This design comes from an exercise in tuning for small area, a short achievable clock period and few clock cycles on the open sky130 flow, not from production work. The RTL was checked by simulation tests, not by an equivalence proof against the original design. Power and IR drop assume default switching activity.

==> flow/design.v, too long to show whole: its modules and the start of the top module <==
// module qdec_Arith_decoder: 156 lines
// module qdec_lps_tab: 1419 lines
// module qdec_nxt_lps_tab: 294 lines
module qdec_Arith_decoder (
    input  logic        clk,
    input  logic        rst_n,
    input  logic        arithInit,  
    input  logic        dec_run,    
    input  logic        EPMode,     
    input  logic [6:0]  ctxState,   
    output logic        dec_rdy,    
    output logic        ruiBin,
    output logic        ruiBin_vld,
    output logic [6:0]  ctxStateUpdate,
    input  logic [7:0]  bitstreamFetch,
    input  logic        bitstreamFetch_vld,
    output logic        bitstreamFetch_rdy
);
  // ...
==> flow/run.sh <==
#!/bin/bash
# synth_recipe.tcl (not shown) runs the flow's synth.tcl, then flattens the netlist and writes it again
# the make line also repeats each setting of config.mk as NAME=value (left out here)
make -C /OpenROAD-flow-scripts/flow DESIGN_CONFIG=/design/flow/config.mk WORK_HOME=/design/flow/orfs CLKGATE_MAP_FILE= SYNTH_SCRIPT=/design/flow/synth_recipe.tcl finish
==> flow/config.mk <==
export PLATFORM = sky130hd
export DESIGN_NAME = qdec_Arith_decoder
export DESIGN_NICKNAME = qdec_Arith_decoder
export VERILOG_FILES = /design/flow/design.v
export SDC_FILE = /design/flow/constraint.sdc
export NUM_CORES = 4
export LEC_CHECK = 0
export ABC_AREA = 1
export CAP_MARGIN = 20
export CORE_MARGIN = 2
export CORE_UTILIZATION = 50
export CTS_BUF_LIST = sky130_fd_sc_hd__clkbuf_4 sky130_fd_sc_hd__clkbuf_8
export SETUP_SLACK_MARGIN = 4.25
export SLEW_MARGIN = 20
==> flow/constraint.sdc <==
create_clock -name core_clock -period 8.0 [get_ports {clk}]
set_input_delay 1.6000 -clock core_clock [delete_from_list [all_inputs] [get_ports {clk}]]
set_output_delay 1.6000 -clock core_clock [all_outputs]
set_load 0.01 [all_outputs]
==> reports/qor.yml, run 1 <==
grt_start_max_net_pins: 33
pwr-share-clk_pct: 14.1
worstHoldEndpoint: "state[1]"
use_met3_pct: 6.13
die_width_um: 131
worstRegToRegCells: 28
htree_levels: 3
clkbuf_count: 13
setup.worst_path.class: "reg -> out"
die_area_mm2: 0.0172
outcome: "complete, no violations"
synth_compound_area_share_pct: 20.5
synth-seq-cells: 65
coreArea_mm2: 0.0158
finalHoldViolCount: 0
register_area_mm2: 0.00168
cts-root-buf: "clkbuf_8"
synth_cell_types: 56
tritoncts: "built"
synth.most_common_cell: "nand2_1"
rsz0062_at_grt: "true"
clk_pin_slew_worst_paths_ps: 90
layout-drive-gt1-share_pct: 16.1
post_cts_buffers: 14
multi_input_gates: 1047
grt_pass1_wl_um: 43500
max_cap_viol_count: 0
worstSetupPathDepth: 12
min_period_over_period_pct: 45.7
wl_met2_um: 12300
grt-busiest-layer: "met2"
regMostFlops: "uiDist"
io_pins: 32
seq_area_frac_synth_pct: 20.4
critPathBufInv: 3
place_inst: 1550
grt_pass1_vias: 8290
tns_ps: 0
cts_resized: 94
Testbench counts, summed over its fixed seeds: cycles 32,096.
==> inputs of run 2 (changes only) <==
==> flow/flow/run.sh (new file) <==
#!/bin/bash
# The standard layout (the standard.sh, unchanged synthesis and flow steps), with one
# difference: the buffers ORFS puts on the input and output ports are buf_4 cells instead
# of the delay cells buffer_ports picks by default. ORFS's output goes to standard.log.
set -euo pipefail
export BUFFER_PORTS_ARGS="-buffer_cell sky130_fd_sc_hd__buf_4"
bash standard.sh > standard.log 2>&1
==> flow/standard.sh (new file) <==
#!/bin/bash
# synth_recipe.tcl (not shown) runs the flow's synth.tcl, then flattens the netlist and writes it again
# the make line also repeats each setting of config.mk as NAME=value (left out here)
make -C /OpenROAD-flow-scripts/flow DESIGN_CONFIG=/design/flow/config.mk WORK_HOME=/design/flow/orfs CLKGATE_MAP_FILE= SYNTH_SCRIPT=/design/flow/synth_recipe.tcl "${@:-finish}"
--- a/flow/config.mk
+++ b/flow/config.mk
@@ -12,3 +12,3 @@
 export CTS_BUF_LIST = sky130_fd_sc_hd__clkbuf_4 sky130_fd_sc_hd__clkbuf_8
-export SETUP_SLACK_MARGIN = 4.25
+export SETUP_SLACK_MARGIN = 4
 export SLEW_MARGIN = 20
removed: flow/run.sh
==> run 2 against run 1 <==
Effect of this change: first-iteration DRC count increased by 12%; power decreased by 1.8%; clock skew decreased by 3.7 ps; critical path type is now in -> reg; sequential power about the same.
==> reports/qor.yml, run 2 <==
ys_warn_count: 1  # unchanged
nFillCells: 1620  # was 1569
outcome: "complete, no violations"  # unchanged
internal_power_mw: 1.00  # was 997 uW
pwr-share-clk_pct: 16.5  # was 14.1%
finalHoldViolCount: 0  # unchanged
syn_nets: 1429  # unchanged
final-instance-count-excl-fill: 1597  # was 1622
place_congestion: 1.07  # was 1.03
synth_flop_cell: "edfxtp_1"  # unchanged
area_growth_pct: 13.3  # was 20.0%
min_period_over_period_pct: 48.0  # was 45.7%
hold_slack_ps: 577  # was 612 ps
rsz0062_at_grt: "true"  # unchanged
max-vdd-ir-drop_v: 0.000132  # was 0.000103 V
seq_area_frac_synth_pct: 20.4  # unchanged
setup.worst_path.class: "in -> reg"  # was reg -> out
path_cells: "buf_8, inv_6, ha_4, nor2_2, nand2_1, inv_1, nor2_1, a21oi_1, a21oi_1, nand2_1, nand3_1, nand2_2, inv_2, ha_1, nand2_1, nor2_1, a211oi_2, buf_4, nand3_1, nand2_1"  # was inv_4, ha_2, o21ai_2, nand2_1, nand2_2, inv_1, nor3_2, nand3_1, nand4_1, nand2_1, o31ai_1, buf_2
cts.path.max_buffers: 2  # unchanged
wire_per_inst_um: 17.1  # was 17.8 um
seqPwrFrac_pct: 24.5  # was 24.2%
swShare_pct: 48.3  # was 49.4%
grt_pass1_wl_um: 43300  # was 43500 um
insertion_delay_ps: 370  # was 380 ps
syn_area_mm2: 0.00810  # unchanged
synth_area_leaders: "nand2_1 18%, edfxtp_1 13%, ha_1 8.8%"  # unchanged
synth_top_area_share_pct: 17.5  # unchanged
cts.sinks: 65  # unchanged
die_height_um: 131  # unchanged
start_util_pct: 51.2  # unchanged
tns_ps: 0  # unchanged
max_stage_delay_ps: 320  # was 390 ps
die_width_um: 131  # unchanged
drtAntennaViolNets: 0  # unchanged
cts-root-buf: "clkbuf_8"  # unchanged
slowest_stage: "ha_1"  # was dfxtp_4
clock_skew_ps: 16.5  # was 20.2 ps
end_kind: "flip-flop"  # was output pin
antenna_found_initial: 0  # unchanged
min_path_type: "reg -> reg"  # unchanged
place_hpwl_um: 20500  # was 20300 um
layout-drive-gt1-share_pct: 13.3  # was 16.1%
crit_fanout: 13  # was 6
clk_pin_slew_worst_paths_ps: 80  # was 90 ps
power_density_mw_per_mm2: 211  # was 203 mW/mm^2
synth_top_cells_by_count: "378 x nand2_1, 160 x inv_1, 133 x o21ai_0"  # unchanged
drc_errors: 0  # unchanged
switchingPower_uw: 934  # was 974 uW
vias: 9167  # was 9474
drv_slew: 0  # unchanged
combPwrFrac_pct: 59.0  # was 61.7%
postSynthCellCount: 1348  # unchanged
final_cell_mix: "373 x nand2_1, 153 x inv_1, 130 x o21ai_0"  # was 370 x nand2_1, 148 x inv_1, 124 x o21ai_0
hold_buffers: 0  # unchanged
placed_area_mm2: 0.00841  # was 0.00857 mm^2
final_core_util_pct: 58.0  # was 61.4%
p_leak_nw: 4.50  # was 4.67 nW
synth.most_common_cell: "nand2_1"  # unchanged
synth-seq-cells: 65  # unchanged
coreArea_mm2: 0.0158  # unchanged
synth_cell_types: 56  # unchanged
worstRegToRegCells: 27  # was 28
max_cap_viol_count: 0  # unchanged
fin_area_mm2: 0.00918  # was 0.00972 mm^2
grtUsageTotal_pct: 30.9  # was 31.3%
start_kind: "input port"  # was flip-flop
cts_made_buffers: 9  # unchanged
period_minus_slack_ps: 3840  # was 3660 ps
htree_levels: 3  # unchanged
largest_reg_flops: 16  # unchanged
drt-vias-per-instance: 5.74  # was 5.84
crit_path_frequent_cell: "nand2_1"  # unchanged
tritoncts: "built"  # unchanged
nNetsFinal: 1457  # was 1482
slew-limit-headroom_pct: 40.9  # was 39.7%
fmax_ghz: 0.260  # was 0.273 GHz
diodes: 0  # unchanged
synth-edff-count: 35  # unchanged
grt_pass1_vias: 8196  # was 8290
io_pins: 32  # unchanged
port_buffers: 31  # unchanged
synth-async-reset-ratio_pct: 0  # unchanged
final_common_cell: "nand2_1"  # unchanged
holdPathStages: 2  # unchanged
cp.required_ps: 8310  # was 6400 ps
drt_iter0_markers: 1001  # was 893
syn-mean-instance-area_um2: 6.01  # unchanged
grt_overflow: 0  # unchanged
setup-violations-final: 0  # unchanged
die_area_mm2: 0.0172  # unchanged
drt_first_pass_iters: 5  # was 6
grt_start_max_net_pins: 38  # was 33
regMostFlops: "uiDist"  # unchanged
yosysTopAreaCell: "nand2_1"  # unchanged
num_rows: 46  # unchanged
worstMarginPinSlew_ps: 887  # was 905 ps
place_inst: 1548  # was 1550
wirelength_um: 27300  # was 28900 um
critPathArrivalTime_ps: 4150  # was 2060 ps
==> run 2: critical path: cells and delay by family <==
| family | cells | cell delay, ps |
|---|---|---|
| adder cells (fa/ha/maj) | 2 | 490 |
| AO/OA/AOI/OAI | 3 | 490 |
| AND/OR/NAND/NOR | 10 | 990 |
| buffers and inverters | 5 | 540 |
==> run 2: timing repair <==
action,in CTS,in global routing
pin swaps,1,8
endpoints found under the setup margin,9,16
gates cloned,1,2
setup buffers,4,26
gates resized for setup,16,66
==> run 2: cell type report <==
cell class / count / area, um^2 / share of cell area, %
Multi-Input combinational cell: 1047 / 5700 / 62.1
Sequential cell: 65 / 1670 / 18.2
Inverter: 182 / 717 / 7.81
Timing Repair Buffer: 69 / 588 / 6.41
Tap cell: 216 / 270 / 2.95
Clock buffer: 11 / 139 / 1.51
Clock inverter: 5 / 80.1 / 0.873
Timing Repair inverter: 2 / 12.5 / 0.136
==> run 2: metrics by stage <==
step / setup slack (ps) / power (mW)
floorplan: 4040 / 1.26
global placement: 3280 / 1.53
detailed placement: 3390 / 1.53
CTS: 4000 / 1.86
global route: 3950 / 2.11
finish: 4160 / 1.94
==> run 2: metal layers <==
metal	global-route usage (%)	wire, um	part of all wire [%]
met1	45.1	12800	47
met2	46.6	11300	42
met3	5.94	2540	9.3
met5	0	0	0
met4	8.03	656	2.4
==> run 2: power groups by stage <==
stage / clock (mW) / combinational (mW) / sequential [mW]
after global routing: 0.337 / 1.29 / 0.481
after detailed placement: 0 / 1.04 / 0.483
final: 0.320 / 1.14 / 0.474
after global placement: 0 / 1.05 / 0.483
after floorplan: 0 / 0.804 / 0.457
after CTS: 0.325 / 1.07 / 0.471
==> run 2: cells by family (layout without fill, tap and decap cells) <==
kind of cell	after synthesis	count (layout)	share of synthesized area, %
flip-flops	65	65	20.4
AND/OR/NAND/NOR	672	672	36.3
XOR/XNOR	13	13	1.41
AO/OA/AOI/OAI	299	299	20.5
multiplexers	3	3	0.386
adder cells (fa/ha/maj)	60	60	9.55
buffers and inverters	236	269	11.5
==> run 2: path summary, 6_finish.rpt <==
check | start | end | slack (ps)
max | ctxState[1] | binRmHi[1] | 4160
min | state[1] | state[1] | 580
max reg2reg | binVld | binRmHi[1] | 4320
min reg2reg | state[1] | state[1] | 580
==> inputs of run 3 (changes only) <==
--- a/flow/config.mk
+++ b/flow/config.mk
@@ -12,3 +12,3 @@
 export CTS_BUF_LIST = sky130_fd_sc_hd__clkbuf_4 sky130_fd_sc_hd__clkbuf_8
-export SETUP_SLACK_MARGIN = 4
+export SETUP_SLACK_MARGIN = 4.5
 export SLEW_MARGIN = 20
==> run 3 against run 2 <==
Effect of this change: maximum frequency increased by 5.1%; clock skew fell by 2.1 ps; routed wire length increased by 12%; register-to-register slack gained 70 ps; still clean on timing, DRC and antenna; hold slack improved by 18 ps; core utilization grew 7.7 points; via count is 7.0% higher.
==> reports/qor.yml, run 3 <==
coreArea_mm2: 0.0158  # unchanged
area_growth_pct: 28.4  # was 13.3%
crit_path_end: "binRmHi[0]"  # was binRmHi[1]
slew-limit-headroom_pct: 40.6  # was 40.9%
wire_per_inst_um: 18.4  # was 17.1 um
final_cell_mix: "358 x nand2_1, 144 x inv_1, 110 x nand3_1"  # was 373 x nand2_1, 153 x inv_1, 130 x o21ai_0
drt_iter0_markers: 1263  # was 1001
worstRegToRegCells: 24  # was 27
grt_pass1_wl_um: 45000  # was 43300 um
drc_errors: 0  # unchanged
place_congestion: 1.01  # was 1.07
crit_fanout: 8  # was 13
slowest_stage: "a21oi_4"  # was ha_1
grt_start_max_net_pins: 38  # unchanged
end_kind: "flip-flop"  # unchanged
drt-vias-per-instance: 5.91  # was 5.74
synth_area_leaders: "nand2_1 18%, edfxtp_1 13%, ha_1 8.8%"  # unchanged
regToRegEndpoint: "binRmHi[0]"  # was binRmHi[1]
synth-edff-count: 35  # unchanged
grt_overflow: 0  # unchanged
regMostFlops: "uiDist"  # unchanged
crit_family: "simple AND/OR/NAND/NOR gates"  # unchanged
die_area_mm2: 0.0172  # unchanged
layout-drive-gt1-share_pct: 22.9  # was 13.3%
port_buffers: 31  # unchanged
cts-root-buf: "clkbuf_8"  # unchanged
critPathArrivalTime_ps: 3900  # was 4150 ps
max_stage_delay_ps: 270  # was 320 ps
die_width_um: 131  # unchanged
syn_nets: 1429  # unchanged
diodes: 0  # unchanged
start_util_pct: 51.2  # unchanged
drt_first_pass_iters: 6  # was 5
htree_levels: 3  # unchanged
synth-async-reset-ratio_pct: 0  # unchanged
fin_area_mm2: 0.0104  # was 0.00918 mm^2
synth.most_common_cell: "nand2_1"  # unchanged
final-instance-count-excl-fill: 1658  # was 1597
worst_slack_ps: 4340  # was 4160 ps
synth_top_cells_by_count: "378 x nand2_1, 160 x inv_1, 133 x o21ai_0"  # unchanged
min_period_over_period_pct: 45.7  # was 48.0%
grt_pass1_vias: 8387  # was 8196
clk_pin_slew_worst_paths_ps: 70  # was 80 ps
critPathBufInv: 3  # was 5
hold_buffers: 0  # unchanged
synth_cell_types: 56  # unchanged
drtAntennaViolNets: 0  # unchanged
crit_start: "ctxState[1]"  # unchanged
syn-mean-instance-area_um2: 6.01  # unchanged
start_kind: "input port"  # unchanged
cp.required_ps: 8250  # was 8310 ps
place_hpwl_um: 20500  # about the same
tns_ps: 0  # unchanged
max_cap_viol_count: 0  # unchanged
syn_area_mm2: 0.00810  # unchanged
path_cells: "buf_16, buf_12, nand3_2, nand3_1, and3_1, o21ai_0, nand2_1, nand3_1, a21oi_4, buf_6, ha_4, a21oi_4, nor2_1, nor2_1, o21ai_1, xor2_1"  # was buf_8, inv_6, ha_4, nor2_2, nand2_1, inv_1, nor2_1, a21oi_1, a21oi_1, nand2_1, nand3_1, nand2_2, inv_2, ha_1, nand2_1, nor2_1, a211oi_2, buf_4, nand3_1, nand2_1
drv_slew: 0  # unchanged
io_pins: 32  # unchanged
p_leak_nw: 4.95  # was 4.50 nW
period_minus_slack_ps: 3660  # was 3840 ps
max-vdd-ir-drop_v: 0.0000920  # was 0.000132 V
hold_slack_ps: 595  # was 577 ps
final_core_util_pct: 65.7  # was 58.0%
worstMarginPinSlew_ps: 890  # was 887 ps
wirelength_um: 30500  # was 27300 um
seq_area_frac_synth_pct: 20.4  # unchanged
rsz0062_at_grt: "true"  # unchanged
tritoncts: "built"  # unchanged
setup-violations-final: 0  # unchanged
cts.sinks: 65  # unchanged
nNetsFinal: 1518  # was 1457
finalHoldViolCount: 0  # unchanged
place_ws_ps: 3460  # was 3390 ps
cts.path.max_buffers: 2  # unchanged
fmax_ghz: 0.273  # was 0.260 GHz
num_rows: 46  # unchanged
vias: 9806  # was 9167
power_density_mw_per_mm2: 204  # was 211 mW/mm^2
insertion_delay_ps: 370  # about the same
place_inst: 1547  # was 1548
synth_top_area_share_pct: 17.5  # unchanged
min_path_type: "reg -> reg"  # unchanged
antenna_found_initial: 0  # unchanged
final_common_cell: "nand2_1"  # unchanged
outcome: "complete, no violations"  # unchanged
rrSetupSlack_ps: 4390  # was 4320 ps
power_mw: 2.13  # was 1.94 mW
synth_flop_cell: "edfxtp_1"  # unchanged
die_height_um: 131  # unchanged
r2r_start: "binEp"  # was binVld
synth-seq-cells: 65  # unchanged
ys_warn_count: 1  # unchanged
cts_made_buffers: 9  # unchanged
yosysTopAreaCell: "nand2_1"  # unchanged
clock_skew_ps: 14.4  # was 16.5 ps
placed_area_mm2: 0.00851  # was 0.00841 mm^2
largest_reg_flops: 16  # unchanged
grtUsageTotal_pct: 32.3  # was 30.9%
postSynthCellCount: 1348  # unchanged
setup.worst_path.class: "in -> reg"  # unchanged
worstSetupPathDepth: 16  # was 20
-- run 3: cell counts after synthesis --
No cell type changed its count.
-- run 3: cells by family after synthesis --
kind of cell / share of synthesized area [%]
AND/OR/NAND/NOR: 36.3
multiplexers: 0.386
XOR/XNOR: 1.41
AO/OA/AOI/OAI: 20.5
flip-flops: 20.4
adder cells (fa/ha/maj): 9.55
buffers and inverters: 11.5
-- run 3: timing repair --
action	in CTS	in global routing
endpoints found under the setup margin	25	21
cloned	4	1
pin swaps	33	53
buffers inserted	52	38
gates resized for setup	132	103
hold endpoints to repair	0	0
-- run 3: worst min-delay path by stage --
stage	startpoint	endpoint	slack, ps	cells after the start
finish	state[1]	state[1]	600	2
global route	state[1]	state[1]	650	2
CTS	state[1]	state[1]	600	2
detailed placement	state[1]	state[1]	580	2
global placement	state[1]	state[1]	570	2
floorplan	state[1]	state[1]	530	2
-- run 3: worst register-to-register path: cells and delay by family (launching register included) --
kind,cells,cell delay [ps]
compound gates,5,700
xor+xnor,1,140
fa+ha+maj,2,510
buf+inv,6,740
flops,1,380
simple gates,10,1040
-- run 3: cell type report --
type,count,area [um^2]
clock inverter,6,91.3
multi-input combinational,1047,6230
inverter,182,753
sequential,65,1690
tap,216,270
clock buffer,10,131
fill,1444,5430
timing repair buffer,131,1230
timing repair inverter,1,5.00
-- run 3: routing by layer --
layer  track usage, %  routed length, um  vias to the layer above
li1                 -                  -                     4671
met1             45.7              12800                     4380
met2             49.5              13300                      625
met3             6.52               3250                      130
met4             10.4               1210                        0
met5                0                  0                        -
-- run 3: where the power goes --
part           leakage [nW]  switching, mW  internal, mW
clock network         0.103          0.144         0.180
logic                  4.24          0.824         0.493
registers             0.607         0.0615         0.422
==> inputs of run 4 (changes only) <==
--- a/flow/config.mk
+++ b/flow/config.mk
@@ -12,3 +12,3 @@
 export CTS_BUF_LIST = sky130_fd_sc_hd__clkbuf_4 sky130_fd_sc_hd__clkbuf_8
-export SETUP_SLACK_MARGIN = 4.5
+export SETUP_SLACK_MARGIN = 4.25
 export SLEW_MARGIN = 20
==> run 4 against run 3 <==
Effect of this change: still clean; final area shrank 6.6%; hold slack gained 7.2 ps; register-to-register slack is essentially flat; routed wire length shrank 5.0%; die area unchanged; clock skew hardly changed; highest routed layer unchanged.
==> reports/qor.yml, run 4 <==
port_buffers: 31  # unchanged
drt-met1-wl_um: 12800  # about the same
cp.required_ps: 6400  # was 8250 ps
syn_nets: 1429  # unchanged
synth-edff-count: 35  # unchanged
end_kind: "output pin"  # was flip-flop
io_pins: 32  # unchanged
synth_area_leaders: "nand2_1 18%, edfxtp_1 13%, ha_1 8.8%"  # unchanged
place_hpwl_um: 20500  # about the same
p_leak_nw: 4.70  # was 4.95 nW
coreArea_mm2: 0.0158  # unchanged
num_rows: 46  # unchanged
yosysTopAreaCell: "nand2_1"  # unchanged
syn-mean-instance-area_um2: 6.01  # unchanged
wl_met2_um: 12400  # was 13300 um
clk_pin_slew_worst_paths_ps: 70  # about the same
regMostFlops: "uiDist"  # unchanged
cts-root-buf: "clkbuf_8"  # unchanged
start_util_pct: 51.2  # unchanged
antenna_found_initial: 0  # unchanged
placed_area_mm2: 0.00848  # was 0.00851 mm^2
tns_ps: 0  # unchanged
max-vdd-ir-drop_v: 0.000138  # was 0.0000920 V
setup.worst_path.class: "in -> out"  # was in -> reg
die_area_mm2: 0.0172  # unchanged
drt_first_pass_iters: 6  # unchanged
final_common_cell: "nand2_1"  # unchanged
max_cap_viol_count: 0  # unchanged
cts_made_buffers: 9  # unchanged
synth-async-reset-ratio_pct: 0  # unchanged
final_cell_mix: "365 x nand2_1, 149 x inv_1, 122 x o21ai_0"  # was 358 x nand2_1, 144 x inv_1, 110 x nand3_1
insertion_delay_ps: 370  # about the same
grt_start_max_net_pins: 38  # unchanged
place_congestion: 1.02  # was 1.01
nFillCells: 1597  # was 1444
seq_area_frac_synth_pct: 20.4  # unchanged
postSynthCellCount: 1348  # unchanged
hold_buffers: 0  # unchanged
top_layer_used: "met4"  # unchanged
largest_reg_flops: 16  # unchanged
vias: 9513  # was 9806
drv_slew: 0  # unchanged
layout-drive-gt1-share_pct: 18.1  # was 22.9%
slew-limit-headroom_pct: 39.8  # was 40.6%
area_growth_pct: 19.9  # was 28.4%
fin_area_mm2: 0.00971  # was 0.0104 mm^2
rsz0062_at_grt: "true"  # unchanged
min_period_over_period_pct: 46.5  # was 45.7%
clock_skew_ps: 14.5  # was 14.4 ps
met3_length_um: 2910  # was 3250 um
grtUsageTotal_pct: 31.2  # was 32.3%
diodes: 0  # unchanged
min_path_type: "reg -> reg"  # unchanged
fmax_ghz: 0.269  # was 0.273 GHz
synth-seq-cells: 65  # unchanged
synth_top_area_share_pct: 17.5  # unchanged
drtAntennaViolNets: 0  # unchanged
critPathArrivalTime_ps: 2120  # was 3900 ps
start_kind: "input port"  # unchanged
final_core_util_pct: 61.4  # was 65.7%
synth_flop_cell: "edfxtp_1"  # unchanged
crit_fanout: 5  # was 8
synth_cell_types: 56  # unchanged
wire_per_inst_um: 17.9  # was 18.4 um
grt_pass1_vias: 8074  # was 8387
setup-violations-final: 0  # unchanged
cts.path.max_buffers: 2  # unchanged
syn_area_mm2: 0.00810  # unchanged
tritoncts: "built"  # unchanged
place_ws_ps: 3490  # was 3460 ps
ys_warn_count: 1  # unchanged
period_minus_slack_ps: 3720  # was 3660 ps
finalHoldViolCount: 0  # unchanged
wirelength_um: 29000  # was 30500 um
worstMarginPinSlew_ps: 902  # was 890 ps
power_mw: 2.00  # was 2.13 mW
synth.most_common_cell: "nand2_1"  # unchanged
grt_pass1_wl_um: 43200  # was 45000 um
die_width_um: 131  # unchanged
grt_overflow: 0  # unchanged
drc_errors: 0  # unchanged
worst_slack_ps: 4280  # was 4340 ps
synth_top_cells_by_count: "378 x nand2_1, 160 x inv_1, 133 x o21ai_0"  # unchanged
nNetsFinal: 1484  # was 1518
drt-vias-per-instance: 5.86  # was 5.91
drt_iter0_markers: 1236  # was 1263
cts.sinks: 65  # unchanged
outcome: "complete, no violations"  # unchanged
power_density_mw_per_mm2: 206  # was 204 mW/mm^2
die_height_um: 131  # unchanged
htree_levels: 3  # unchanged
run 4: worst max-delay path, stage by stage:
cell    delay (ps)
buf_4          120
nor2_4         190
nor2_2          70
buf_4          140
run 4: cell families after synthesis:
kind of cell             Yosys count  synth area share, %
AO/OA/AOI/OAI                    299                 20.5
XOR/XNOR                          13                 1.41
adder cells (fa/ha/maj)           60                 9.55
buffers and inverters            236                 11.5
flip-flops                        65                 20.4
multiplexers                       3                0.386
AND/OR/NAND/NOR                  672                 36.3
run 4: area by class of cell:
class / count / area [um^2] / share of cell area, %
clock buffers: 11 / 145 / 1.49
flip-flops and latches: 65 / 1670 / 17.2
multi-input cells: 1047 / 5930 / 61.1
clock inverters: 5 / 56.3 / 0.580
well taps: 216 / 270 / 2.78
repair buffers: 96 / 880 / 9.06
inverters: 182 / 741 / 7.63
repair inverters: 2 / 11.3 / 0.116
run 4: metal layers:
layer,track usage (%),vias to the layer above
li1,-,4601
met1,46.0,4281
met2,46.8,548
met3,5.02,83
met4,9.36,0
met5,0,-
run 4: power by group:
part	total [mW]	internal (mW)	switching, mW	leakage (nW)
logic	1.24	0.450	0.785	3.99
clock network	0.293	0.155	0.138	0.103
registers	0.476	0.423	0.0531	0.605
total	2.00	1.03	0.976	4.70
run 4: path summary, 6_finish.rpt:
| kind | startpoint | endpoint | slack [ps] | cells after the start |
|---|---|---|---|---|
| min reg2reg | state[1] | state[1] | 600 | 2 |
| min | state[1] | state[1] | 600 | 2 |
| max | bitstreamFetch_vld | dec_rdy | 4280 | 4 |
| max reg2reg | binBorrow | binBorrow | 4380 | 24 |
run 4: stage by stage:
step / instances / hold WS, ps
6_report: 1624 / 603
5_1_grt: 1624 / 610
4_1_cts: 1585 / 603
3_5_place_dp: 1548 / 586
3_3_place_gp: 1548 / 571
2_1_floorplan: 1348 / 526
run 4: timing repair:
action / in CTS / in global routing
gates cloned: 2 / 5
pin swaps: 3 / 32
endpoints found under the hold margin: 0 / 0
setup endpoints to repair: 20 / 15
gates resized for setup: 47 / 101
buffers inserted: 19 / 34
==> inputs of run 5 (changes only) <==
==> flow/flow/run.sh (replaced) <==
#!/bin/bash
# The standard layout (the standard.sh, unchanged synthesis and flow steps), with one
# difference: the buffers ORFS puts on the input and output ports are buf_2 cells instead
# of the delay cells buffer_ports picks by default. ORFS's output goes to standard.log.
set -euo pipefail
export BUFFER_PORTS_ARGS="-buffer_cell sky130_fd_sc_hd__buf_2"
bash standard.sh > standard.log 2>&1
--- a/flow/config.mk
+++ b/flow/config.mk
@@ -12,3 +12,3 @@
 export CTS_BUF_LIST = sky130_fd_sc_hd__clkbuf_4 sky130_fd_sc_hd__clkbuf_8
-export SETUP_SLACK_MARGIN = 4.25
+export SETUP_SLACK_MARGIN = 4
 export SLEW_MARGIN = 20
==> run 5 against run 4 <==
Effect of this change: power down 1.6%; global-route usage fell by 0.42 points; final cell count down 1.8%; critical endpoint is now binBorrow; largest power group unchanged.
==> reports/qor.yml, run 5 <==
final_common_cell: "nand2_1"  # unchanged
clock_skew_ps: 20.3  # was 14.5 ps
grt_start_max_net_pins: 38  # unchanged
synth-async-reset-ratio_pct: 0  # unchanged
fmax_ghz: 0.257  # was 0.269 GHz
die_height_um: 131  # unchanged
regMostFlops: "uiDist"  # unchanged
max-vdd-ir-drop_v: 0.000113  # was 0.000138 V
final-instance-count-excl-fill: 1595  # was 1624
syn_nets: 1429  # unchanged
fin_area_mm2: 0.00906  # was 0.00971 mm^2
seqPwrFrac_pct: 24.0  # was 23.7%
synth_flop_cell: "edfxtp_1"  # unchanged
drt-vias-per-instance: 5.76  # was 5.86
num_rows: 46  # unchanged
outcome: "complete, no violations"  # unchanged
cts.path.max_buffers: 2  # unchanged
synth-seq-cells: 65  # unchanged
synth_compound_area_share_pct: 20.5  # unchanged
synthSimpleGateAreaFrac_pct: 36.3  # unchanged
start_kind: "input port"  # unchanged
insertion_delay_ps: 380  # was 370 ps
largest_reg_flops: 16  # unchanged
seq_area_frac_synth_pct: 20.4  # unchanged
slowest_stage: "o21ai_0"  # was nor2_4
swShare_pct: 47.9  # was 48.7%
tns_ps: 0  # unchanged
coreArea_mm2: 0.0158  # unchanged
drv_slew: 0  # unchanged
wire_per_inst_um: 17.1  # was 17.9 um
combPwrFrac_pct: 57.8  # was 61.6%
synth.most_common_cell: "nand2_1"  # unchanged
finalHoldViolCount: 0  # unchanged
start_util_pct: 51.2  # unchanged
syn-mean-instance-area_um2: 6.01  # unchanged
synth_top_area_share_pct: 17.5  # unchanged
final_cell_mix: "373 x nand2_1, 154 x inv_1, 129 x o21ai_0"  # was 365 x nand2_1, 149 x inv_1, 122 x o21ai_0
p_leak_nw: 4.46  # was 4.70 nW
critPathArrivalTime_ps: 4150  # was 2120 ps
switchingPower_uw: 944  # was 976 uW
yosysTopAreaCell: "nand2_1"  # unchanged
path_cells: "buf_6, inv_6, nand3_4, nand2_1, o21ai_0, a21oi_1, o21ai_0, nand3_1, nand2_1, nor2_1, a21oi_2, ha_1, a21oi_1, nor3_1, a211oi_1, nor2_1, nor2_1, nand3_1, nand2_1"  # was buf_4, nor2_4, nor2_2, buf_4
htree_levels: 3  # unchanged
synth_area_leaders: "nand2_1 18%, edfxtp_1 13%, ha_1 8.8%"  # unchanged
nFillCells: 1589  # was 1597
grt_overflow: 0  # unchanged
setup.worst_path.class: "in -> reg"  # was in -> out
antenna_found_initial: 0  # unchanged
slew-limit-headroom_pct: 36.9  # was 39.8%
place_congestion: 0.994  # was 1.02
tritoncts: "built"  # unchanged
area_growth_pct: 11.9  # was 19.9%
cts.sinks: 65  # unchanged
drtAntennaViolNets: 0  # unchanged
port_buffers: 31  # unchanged
worst_slack_ps: 4110  # was 4280 ps
min_path_type: "reg -> reg"  # unchanged
power_density_mw_per_mm2: 218  # was 206 mW/mm^2
ys_warn_count: 1  # unchanged
cts-root-buf: "clkbuf_8"  # unchanged
io_pins: 32  # unchanged
drt_first_pass_iters: 7  # was 6
postSynthCellCount: 1348  # unchanged
synthXorXnorAreaFrac_pct: 1.41  # unchanged
min_period_over_period_pct: 48.7  # was 46.5%
cp.required_ps: 8260  # was 6400 ps
synth_mux_area_share_pct: 0.386  # unchanged
end_kind: "flip-flop"  # was output pin
max_cap_viol_count: 0  # unchanged
syn_area_mm2: 0.00810  # unchanged
diodes: 0  # unchanged
drc_errors: 0  # unchanged
grt_pass1_wl_um: 42600  # was 43200 um
placed_area_mm2: 0.00834  # was 0.00848 mm^2
layout-drive-gt1-share_pct: 12.8  # was 18.1%
vias: 9183  # was 9513
synth_top_cells_by_count: "378 x nand2_1, 160 x inv_1, 133 x o21ai_0"  # unchanged
crit_fanout: 13  # was 5
nNetsFinal: 1455  # was 1484
synth_adder_area_share_pct: 9.55  # unchanged
drt_iter0_markers: 1009  # was 1236
hold_slack_ps: 592  # was 603 ps
grt_pass1_vias: 8050  # was 8074
die_area_mm2: 0.0172  # unchanged
period_minus_slack_ps: 3890  # was 3720 ps
synth-edff-count: 35  # unchanged
worstMarginPinSlew_ps: 946  # was 902 ps
place_inst: 1548  # unchanged
max_stage_delay_ps: 290  # was 190 ps
grtUsageTotal_pct: 30.8  # was 31.2%
place_ws_ps: 3230  # was 3490 ps
wirelength_um: 27300  # was 29000 um
setup-violations-final: 0  # unchanged
place_hpwl_um: 20500  # about the same
clk_pin_slew_worst_paths_ps: 80  # was 70 ps
internal_power_mw: 1.03  # about the same
die_width_um: 131  # unchanged
synth_cell_types: 56  # unchanged
synth_top_family_by_area: "simple AND/OR/NAND/NOR gates"  # unchanged
cts_made_buffers: 9  # unchanged
rsz0062_at_grt: "true"  # unchanged
pwr-share-clk_pct: 18.2  # was 14.6%
-- run 5: changes by cell type in the layout (fill, tap and decap cells not counted), sizes merged --
cell | previous run | this run
clkinvlp | 6 | 8
buf | 91 | 67
inv | 174 | 173
clkinv | 8 | 5
clkbuf | 16 | 11
bufinv | 1 | 3
-- run 5: power groups by stage --
stage               Combinational, mW  Sequential (mW)  Clock (mW)
global route                     1.28            0.481       0.376
detailed placement               1.04            0.481           0
finish                           1.14            0.473       0.360
CTS                              1.05            0.474       0.364
floorplan                       0.804            0.457           0
global placement                 1.04            0.481           0
-- run 5: cell families after synthesis --
group / after synthesis
AOI/OAI and AO/OA: 299
adders and majority gates: 60
and+or+nand+nor: 672
DFF: 65
buffers and inverters: 236
xor gates and xnor gates: 13
muxes: 3
-- run 5: worst max-delay path: cells and delay by family --
| kind | cells | cell delay, ps |
|---|---|---|
| compound gates | 6 | 990 |
| fa+ha+maj | 1 | 200 |
| buf+inv | 2 | 270 |
| simple gates | 10 | 1060 |
-- run 5: worst paths after layout --
kind	cells past startpoint	slack, ps	to	startpoint
worst max-delay path	19	4110	binBorrow	ctxState[1]
worst min-delay path	2	590	state[1]	state[1]
worst max register to register	25	4260	binBorrow	binBorrow
worst min register to register	2	590	state[1]	state[1]
-- run 5: routing by layer --
layer  vias up  wire length (um)  share of wire (%)  track usage [%]
met5         -                 0                  0                0
met1      4089             12500                 46             45.5
li1       4548                 -                  -                -
met3        62              2780                 10             5.94
met4         0               791                2.9             9.90
met2       484             11200                 41             45.0
-- run 5: what timing repair did --
| action | in CTS | in global routing |
|---|---|---|
| cloned | 1 | 1 |
| setup endpoints to repair | 17 | 17 |
| buffers inserted | 4 | 25 |
| pin swaps | 0 | 1 |
| resized for setup | 21 | 52 |
| hold buffers | 0 | 0 |
-- run 5: cell type report --
class / count / area (um^2) / share of cell area (%)
Clock buffer: 10 / 131 / 1.45
Clock inverter: 6 / 114 / 1.26
Inverter: 182 / 732 / 8.08
Multi-Input combinational cell: 1047 / 5660 / 62.5
Sequential cell: 65 / 1660 / 18.3
Tap cell: 216 / 270 / 2.98
Timing Repair Buffer: 68 / 485 / 5.36
Timing Repair inverter: 1 / 5.00 / 0.0552
-- run 5: per-stage QoR --
step	util, %	power (mW)
final	57.2	1.97
after global routing	57.2	2.14
after CTS	54.8	1.89
after detailed placement	52.7	1.52
after global placement	52.7	1.52
after floorplan	-	1.26

## re-timing with driven ports
The results above use ideal ports. As a check the final layouts listed here were re-extracted and re-timed, cells and wires unchanged.
Step 1 assumes that a clkbuf_16 drives the clock port and a buf_2 every other input.
Step 2 times the ports against the registers' clock, not the clock port: input delays grow and output delays shrink by t, the midpoint of the rising clock arrivals with the driver on.
a / b / c = ideal / step 1 / step 2; a / b = the first two.
run	t (ns)	setup WS [ns]	slew at the worst register clock pin (ns)	cell pins on the clock port's net
run 1	0.411	4.344 / 4.306 / 3.920	0.09 / 0.09	1
run 2	0.397	4.157 / 4.138 / 3.749	0.08 / 0.08	1
run 3	0.400	4.342 / 4.286 / 3.886	0.08 / 0.08	1
run 4	0.405	4.278 / 4.216 / 3.811	0.08 / 0.08	1
run 5	0.408	4.108 / 4.109 / 3.701	0.09 / 0.09	1
After both steps every run listed still meets setup and hold. For run 4, which loses most, drivers alone change the setup slack by -0.062 ns; drivers and shift together by -0.467 ns.
